Background: an optimization exercise with open tools, aiming at small area, a short achievable clock period and few clock cycles per item. Do not read the settings as production practice. Only simulation tests tie the RTL to the original design; equivalence was not proved.

rev 12:
==> flow/design.v <==
module MDU(
  input         clock,
  input         reset,
  input  [3:0]  io_mdu_op,
  input         io_rv64,
  input  [63:0] io_src1,
  input  [63:0] io_src2,
  output        io_result_ok,
  output [63:0] io_result,
  input         io_is_lsu,
  input         io_lsu_ok
);
  localparam K   = 8;           
  localparam NCH = 64 / K;      
  localparam CW  = 3;           
  localparam W   = 74;          
  localparam DW  = 68;          
  localparam YW  = 72;          
  localparam [63:0] KC = 64'h5555555555555556;   
  wire op_mul   = io_mdu_op == 4'h1;
  wire op_mulh  = io_mdu_op == 4'h2 | io_mdu_op == 4'h3 | io_mdu_op == 4'h4;
  wire op_div   = io_mdu_op == 4'h5 | io_mdu_op == 4'h6 | io_mdu_op == 4'h7 | io_mdu_op == 4'h8;
  wire op_valid = op_mul | op_mulh | op_div;
  wire div_sgn  = io_mdu_op == 4'h5 | io_mdu_op == 4'h7;
  wire div_rem  = io_mdu_op == 4'h7 | io_mdu_op == 4'h8;
  wire ma_sgn   = io_mdu_op == 4'h2 | io_mdu_op == 4'h3;   
  wire mb_sgn   = io_mdu_op == 4'h2;                       
  reg          busy;       
  reg          algn;       
  reg          fin;        
  reg          negc;       
  reg          done;       
  reg          lsu_seen;
  reg  [6:0]   cnt;        
  reg  [NCH:0] sel;        
  reg  [63:0]  X;          
  reg          xe;         
  reg  [YW-1:0] Y;         
  reg  [W-1:0] S, C;       
  reg          n3p;        
  reg  [6:0]   blA, blB;   
  reg          dz;         
  reg          o_mul, o_mulh, o_div, o_rem, o_neg, o_w;
  reg          o_qc;       
  wire idle     = ~busy & ~algn & ~fin & ~negc & ~done;
  wire start    = idle & op_valid;
  wire early;             
  wire rok      = done | early;
  wire complete = rok & (~io_is_lsu | lsu_seen | io_lsu_ok);
  wire [63:0] xa = (io_rv64 & op_div) ? {{32{div_sgn & io_src1[31]}}, io_src1[31:0]} : io_src1;
  wire [63:0] yb = io_rv64 ? {{32{(div_sgn | op_mul) & io_src2[31]}}, io_src2[31:0]} : io_src2;
  wire        sA = div_sgn & xa[63];
  wire        sB = div_sgn & yb[63];
  wire [63:0] absX = sA ? -xa : xa;
  wire [63:0] absY = sB ? -yb : yb;
  wire [NCH:0] fits;
  genvar g;
  generate
    for (g = 1; g < NCH; g = g + 1) begin : g_fit
      assign fits[g] = &yb[63:K*g-1] | ~|yb[63:K*g-1];
    end
  endgenerate
  assign fits[0] = 1'b0;
  assign fits[NCH] = 1'b1;
  reg  [CW-1:0] top_chunk;
  integer j;
  always @(*) begin
    top_chunk = NCH - 1;
    for (j = NCH - 1; j >= 1; j = j - 1)
      if (fits[j]) top_chunk = j - 1;
  end
  wire [64:0] ia = sA ? {~xa, 1'b1} : {1'b0, xa};
  wire [63:0] ib = yb ^ {64{sB}};
  reg  [6:0]  bla0, blb0;
  integer m;
  always @(*) begin
    bla0 = 7'd0; blb0 = 7'd0;
    for (m = 0; m < 65; m = m + 1)
      if (ia[m]) bla0 = m + 1;
    for (m = 0; m < 64; m = m + 1)
      if (ib[m]) blb0 = m + 1;
  end
  wire        divzero = ~|yb;
  wire        neg_st  = div_rem ? sA : (sA ^ sB) & ~divzero;
  wire [NCH:0]  sel_st = op_mul ? ({{NCH{1'b0}}, 1'b1} << top_chunk) : {{NCH{1'b0}}, 1'b1};
  wire [NCH:0]  sel_nx = o_mul ? sel >> 1 : sel << 1;
  wire [YW-1:0] ybx    = {{(YW-64){mb_sgn & yb[63]}}, yb};
  wire [YW-1:0] ysrc   = busy ? Y : ybx;
  wire [NCH:0]  ssrc   = busy ? sel_nx : sel_st;
  reg  [K:0]    cb;
  integer h;
  always @(*) begin
    cb = {(K+1){1'b0}};
    for (h = 0; h <= NCH; h = h + 1)
      cb = cb | ({ysrc[h*K +: K], (h == 0) ? 1'b0 : ysrc[h*K-1]} & {(K+1){ssrc[h]}});
  end
  wire [3:0]    b_one, b_two, b_neg;
  generate
    for (g = 0; g < 4; g = g + 1) begin : g_benc
      wire y0 = cb[2*g], y1 = cb[2*g+1], y2 = cb[2*g+2];
      assign b_one[g] = y1 ^ y0;
      assign b_two[g] = (y2 & ~y1 & ~y0) | (~y2 & y1 & y0);
      assign b_neg[g] = y2 & ~(y1 & y0);
    end
  endgenerate
  reg  [3:0]    bo, bt, bneg;
  wire          flush = sel[NCH];
  wire [65:0]   ax    = {xe, X, 1'b0};    
  wire [65:0]   a1    = {xe, xe, X};      
  wire [65:0]   brow [0:3];
  generate
    for (g = 0; g < 4; g = g + 1) begin : g_booth
      wire [65:0] mg = ({66{bo[g]}} & a1) | ({66{bt[g]}} & ax);
      wire [65:0] r  = mg ^ {66{bneg[g]}};
      assign brow[g] = {~r[65], r[64:0]};    
    end
  endgenerate
  wire [K:0]    lo_sum = {1'b0, S[K-1:0]} + {1'b0, C[K-1:0]} + {2'b0, n3p, 6'b0};
  wire          c_low  = lo_sum[K];
  wire [W-1:0]  accS = o_mul ? {S[W-1-K:0], {K{1'b0}}} : {{K{1'b0}}, S[W-1:K]};
  wire [W-1:0]  accC = o_mul ? {C[W-1-K:0], 1'b0, bneg[3], 6'b0} : {{K{1'b0}}, C[W-1:K]};
  wire [W-1:0]  row0 = {{(W-66){1'b0}}, brow[0]};
  wire [W-1:0]  row1 = flush ? {{(W-64){1'b0}}, KC}
                             : {{(W-68){1'b0}}, brow[1], 2'b00};
  wire [W-1:0]  row2 = flush ? {W{1'b0}}
                             : {{(W-70){1'b0}}, brow[2], 1'b0, bneg[1], 1'b0, bneg[0]};
  wire [W-1:0]  row3 = flush ? {{(W-1){1'b0}}, ~o_mul & c_low}
                             : {{(W-72){1'b0}}, brow[3], 1'b0, bneg[2], 3'b000, ~o_mul & c_low};
  function [2*W-1:0] csa(input [W-1:0] a, input [W-1:0] b, input [W-1:0] c);
    csa = {((a & b) | (a & c) | (b & c)) << 1, a ^ b ^ c};
  endfunction
  wire [2*W-1:0] l1a = csa(accS, accC, row0);
  wire [2*W-1:0] l1b = csa(row1, row2, row3);
  wire [2*W-1:0] l2a = csa(l1a[W-1:0], l1a[2*W-1:W], l1b[W-1:0]);
  wire [2*W-1:0] l3a = csa(l2a[W-1:0], l2a[2*W-1:W], l1b[2*W-1:W]);
  wire [W-1:0]   tS  = l3a[W-1:0];
  wire [W-1:0]   tC  = l3a[2*W-1:W];
  wire [DW:0]   dsub = {{(DW-63){1'b0}}, X} - {1'b0, Y[DW-1:0]};
  wire          q    = ~dsub[DW];      
  wire [63:0]   nv   = o_rem ? X : C[63:0];
  wire [63:0]   ap   = negc ? ~nv : S[63:0];
  wire [63:0]   aq   = negc ? 64'd0 : C[63:0];
  wire [64:0]   asum2 = {ap, 1'b1} + {aq, negc};    
  wire [63:0]   asum = asum2[64:1];
  wire mul_last = o_mul ? sel[0] : flush;
  wire div_last = cnt == 7'd1;
  wire [6:0] blAn  = blA;                 
  wire [6:0] sdiff = blAn - blB;
  reg        lt;
  reg        eqh;
  integer    e;
  always @(*) begin
    lt = 1'b0;
    eqh = 1'b1;
    for (e = 6; e >= 0; e = e - 1) begin
      lt  = lt | (eqh & ~blAn[e] & blB[e]);
      eqh = eqh & ~(blAn[e] ^ blB[e]);
    end
  end
  wire       noiter = dz | lt;             
  assign early = algn & noiter & ~(o_rem & o_neg);
  always @(posedge clock) begin
    if (reset) begin
      busy <= 1'b0;
      algn <= 1'b0;
      fin  <= 1'b0;
      negc <= 1'b0;
      done <= 1'b0;
      lsu_seen <= 1'b0;
    end else begin
      lsu_seen <= ~complete & (lsu_seen | io_lsu_ok);
      if (complete) done <= 1'b0;
      if (start) begin
        busy <= ~op_div;
        algn <= op_div;
      end
      if (algn) begin
        algn <= 1'b0;
        busy <= ~noiter;
        negc <= noiter & o_rem & o_neg;
        done <= early & ~complete;
      end
      if (busy & (o_div ? div_last : mul_last)) begin
        busy <= 1'b0;
        fin  <= ~o_div;
        negc <= o_div & o_neg;
        done <= o_div & ~o_neg;
      end
      if (fin | negc) begin
        fin  <= 1'b0;
        negc <= 1'b0;
        done <= 1'b1;
      end
    end
    if (idle) begin
      blA <= bla0;
      blB <= blb0;
      dz  <= divzero;
    end
    if (start | busy) begin
      bo   <= b_one;
      bt   <= b_two;
      bneg <= b_neg;
    end
    if (start) begin
      o_mul  <= op_mul;
      o_mulh <= op_mulh;
      o_div  <= op_div;
      o_rem  <= div_rem;
      o_w    <= io_rv64;
      o_neg  <= neg_st;
      n3p    <= 1'b0;
      S      <= {W{1'b0}};
      C      <= {W{op_div & divzero}};
      o_qc   <= op_div;
      sel    <= sel_st;
      if (op_div) begin
        X  <= absX;
        xe <= 1'b0;
        Y  <= {{(YW-64){1'b0}}, absY};
      end else begin
        X  <= io_src1;
        xe <= ma_sgn & io_src1[63];
        Y  <= {{(YW-64){mb_sgn & yb[63]}}, yb};
      end
    end
    if (algn) begin
      Y   <= Y << sdiff;
      cnt <= sdiff + 7'd1;
    end
    if (busy) begin
      if (o_div) begin
        cnt <= cnt - 7'd1;
        if (q) X <= dsub[63:0];
        Y <= Y >> 1;
        C <= {C[W-2:0], q};
      end else begin
        sel <= sel_nx;
        S <= tS;
        C <= tC;
        n3p <= bneg[3];
      end
    end
    if (fin | negc) begin
      S[63:0] <= asum[63:0];
      o_rem <= 1'b0;
      o_qc  <= 1'b0;
    end
  end
  wire [63:0] res = o_rem ? X : o_qc ? C[63:0] : S[63:0];
  assign io_result    = o_w ? {{32{res[31]}}, res[31:0]} : res;
  assign io_result_ok = rok;
endmodule
Settings: LEC_CHECK=0, CAP_MARGIN=20, CORE_MARGIN=2, CORE_UTILIZATION=60, SETUP_SLACK_MARGIN=3.6, SLEW_MARGIN=20; clock period 8.0 ns.
run.sh (not shown) runs the stock make flow with config.mk's settings and CLKGATE_MAP_FILE= SYNTH_SCRIPT=/design/flow/synth_recipe.tcl, a recipe that flattens the netlist after the stock synthesis.
Testbench counts of rev 12, summed over its fixed seeds: cycles 24,935, ops 2,400.
Inputs modified between rev 12 and rev 13:
- swapping 3.6 for 3.3 in SETUP_SLACK_MARGIN
- swapping 60 for 70 in CORE_UTILIZATION
Rev 13 did not finish: a tool error stopped it during global routing.
Compared with rev 12, rev 13 shows a height of the chip that is about 7% lower.
Looking only at site row count, and setting everything else aside, the higher value of rev 13 and rev 12 goes to rev 12.
[compare] base=rev 12 new=rev 13: post-cts repair resize count down 51%; proportion of synthesized flip-flops having asynchronous set or reset saw little to no change; number of placed cells counting well taps has decreased.
Rev 13 -> rev 12: number of buffers inserted during clock tree synthesis delta 0, exact match
Rev 13: half-perimeter wire length after placement 2.1% below rev 12
Count of buffers added by post-CTS timing repair for setup (rev 12 / rev 13): 2.0
Looking only at standard cell area after detailed placement, and setting everything else aside, the higher value of rev 13 and rev 12 goes to rev 12.

## static timing again, ports no longer ideal
No port has a modelled driver above. Below, the same layout with a new extraction and two added sets of constraints. Step 1: set_driving_cell puts a clkbuf_16 on clock and a buf_2 on each other input, an assumption about the parent block. Step 2 moves the port delays by t, midway between the first and last clock arrival at a register: inputs arrive t later, outputs are due t later. That takes back most of the time a late clock gives input paths. Three values: ideal, step 1, step 2; two values: the first two.
run: rev 12
shift t [ns]: 0.734
slack for setup (ns): 3.398 / 3.323 / 2.711
worst slew at a driven data input, ns: 0.16
After both steps setup and hold are still met in rev 12. The setup slack of rev 12 moves by -0.075 ns with the drivers and by -0.687 ns with both steps.
